Context: an optimization exercise on an open-source flow, tuned for small area. The choices shown serve that exercise and are no tape-out recipe.
Function was checked by simulation only, so behaviour that the tests miss may differ from the original.
Power figures rest on the tool's default switching activity, not on a simulated workload.

Design MainModule, start of the top module:
module MainModule(clk, rst, start, si_1, si_0, b1, b2, b3, b4, st, clk_on, data_compp, read_dataaa, Db1, Db2, Db3, Db4, Tb1, Tb2, Tb3, Tb4
, Rb1, Rb2, Rb3, Rb4, readPacket, o_hsync, o_vsync, o_vga_blank, o_vga_sync, o_vga_clk, o_red, o_blue, o_green);
  input clk;
  wire clk;
  input rst;
  wire rst;
  input start;
  wire start;
  input si_1;
  wire si_1;
  input si_0;
  wire si_0;
  output [17:0] b1;
  reg [17:0] b1;
  output [17:0] b2;
  reg [17:0] b2;
  output [17:0] b3;
  reg [17:0] b3;
  output [17:0] b4;
  reg [17:0] b4;
  output [2:0] st;
  reg [2:0] st;
  output clk_on;
  reg clk_on;
  output data_compp;
  reg data_compp;
  output [2:0] read_dataaa;
  reg [2:0] read_dataaa;
  output Db1;
  wire Db1;
  output Db2;
  wire Db2;
  output Db3;
  wire Db3;
  output Db4;
  wire Db4;
  output Tb1;
  wire Tb1;
  output Tb2;
  wire Tb2;
  output Tb3;
  wire Tb3;
  output Tb4;
  wire Tb4;
  output Rb1;
  wire Rb1;
  output Rb2;
  wire Rb2;
  output Rb3;
  wire Rb3;
  output Rb4;
  wire Rb4;
  output [4:0] readPacket;
  reg [4:0] readPacket;
  output o_hsync;
  reg o_hsync;
  output o_vsync;
  reg o_vsync;
  output o_vga_blank;
  wire o_vga_blank;
  output o_vga_sync;
  wire o_vga_sync;
  output o_vga_clk;
  reg o_vga_clk;
  output [7:0] o_red;
  wire [7:0] o_red;
  output [7:0] o_blue;
  wire [7:0] o_blue;
  output [7:0] o_green;
  wire [7:0] o_green;
  wire _0000_;
  wire _0001_;
  wire _0002_;
  wire _0003_;
  wire _0004_;
  wire _0005_;
  ...
Settings: LEC_CHECK=0, ABC_AREA=1, CAP_MARGIN=30, CORE_MARGIN=2, CORE_UTILIZATION=55, CTS_BUF_LIST=sky130_fd_sc_hd__clkbuf_8, PLACE_DENSITY=0.65, SLEW_MARGIN=20; clock period 10.0 ns.
standard.sh (not shown) runs the stock make flow with config.mk's settings and CLKGATE_MAP_FILE= SYNTH_SCRIPT=/design/flow/synth_recipe.tcl, a recipe that flattens the netlist after the stock synthesis.
==> flow/flow/run.sh <==
#!/bin/bash
# The standard layout (the standard.sh: ORFS synthesis through finish),
# except that the input and output ports get the smallest buffer,
# sky130_fd_sc_hd__buf_1, instead of ORFS's default port buffer.
set -euo pipefail
export BUFFER_PORTS_ARGS="-buffer_cell sky130_fd_sc_hd__buf_1"
bash standard.sh finish > standard_flow.log 2>&1
The starting point finished with timing, DRC and antenna clean.
Change:
CTS_CLUSTER_DIAMETER = 70   (was not set)
CTS_CLUSTER_SIZE = 15   (was not set)
After rerunning: The changed run completed without violations; power drops by 11%; via count drops by 1.1%; synthesized cell count stays the same; register-to-register slack gets better by 0.02 ns; worst setup slack gets better by 0.017 ns; synthesized area does not change; final cell count drops by 1.4%; clock-buffer cell count drops by 28; global-route usage drops by 0.55 points.
Change:
CTS_CLUSTER_DIAMETER = 80   (was 70)
CTS_CLUSTER_SIZE = 13   (was 15)
The new run finished clean.
Clock skew went down by 0.023 ns.
Worst setup slack improved by 0.013 ns.
Design area falls by 0.46%.
Total power falls by 2.9%.
Cell count hardly moves.
Combinational power is about the same.
First-iteration DRC count came out higher by 6.1%.
Synthesized cell count stays the same.
Sequential share of layout area goes up by 0.17 points.
Global-route usage is about the same.
Change:
==> flow/run.sh (new file) <==
#!/bin/bash
# synth_recipe.tcl (not shown) runs the flow's synth.tcl, then flattens the netlist and writes it again
# the make line also repeats each setting of config.mk as NAME=value (left out here)
make -C /OpenROAD-flow-scripts/flow DESIGN_CONFIG=/design/flow/config.mk WORK_HOME=/design/flow/orfs CLKGATE_MAP_FILE= SYNTH_SCRIPT=/design/flow/synth_recipe.tcl finish
CTS_BUF_LIST = not set   (was sky130_fd_sc_hd__clkbuf_8)
CTS_CLUSTER_DIAMETER = not set   (was 80)
CTS_CLUSTER_SIZE = not set   (was 13)
removed: flow/flow/run.sh
removed: flow/standard.sh
After rerunning: Routed wire length is higher by 3.2%. Via count is higher by 1.1%. Clock power is higher by 91%. Clock-buffer cell count is higher by 15. Non-clock buffer count does not change. Setup slack loses 0.44 ns.

static timing again, ports no longer ideal:
The results above use ideal ports. As a check the final layouts listed here were re-extracted and re-timed, cells and wires unchanged.
Step 1: set_driving_cell puts a clkbuf_16 on clk and a buf_2 on each other input, an assumption about the parent block.
Step 2 also shifts input and output timing later by t, the mid clock arrival at the registers, as if the neighbouring blocks saw the same clock.
a / b / c = no drivers / after step 1 / after step 2; a / b = the first two.
run | shift t [ns] | slack for setup (ns) | worst setup path at the end | latest minus earliest clock arrival (ns) | pins driven straight from the clock port
the first run | 0.691 | 1.247 / 1.247 / 1.247 | register to register | 0.050 / 0.049 | 1
the second run | 0.709 | 1.264 / 1.264 / 1.264 | register to register | 0.060 / 0.061 | 1
the third run | 0.711 | 1.277 / 1.277 / 1.277 | register to register | 0.036 / 0.036 | 1
the fourth run | 0.619 | 0.833 / 0.833 / 0.833 | register to register | 0.032 / 0.031 | 1
After both steps setup and hold are still met in every run listed.
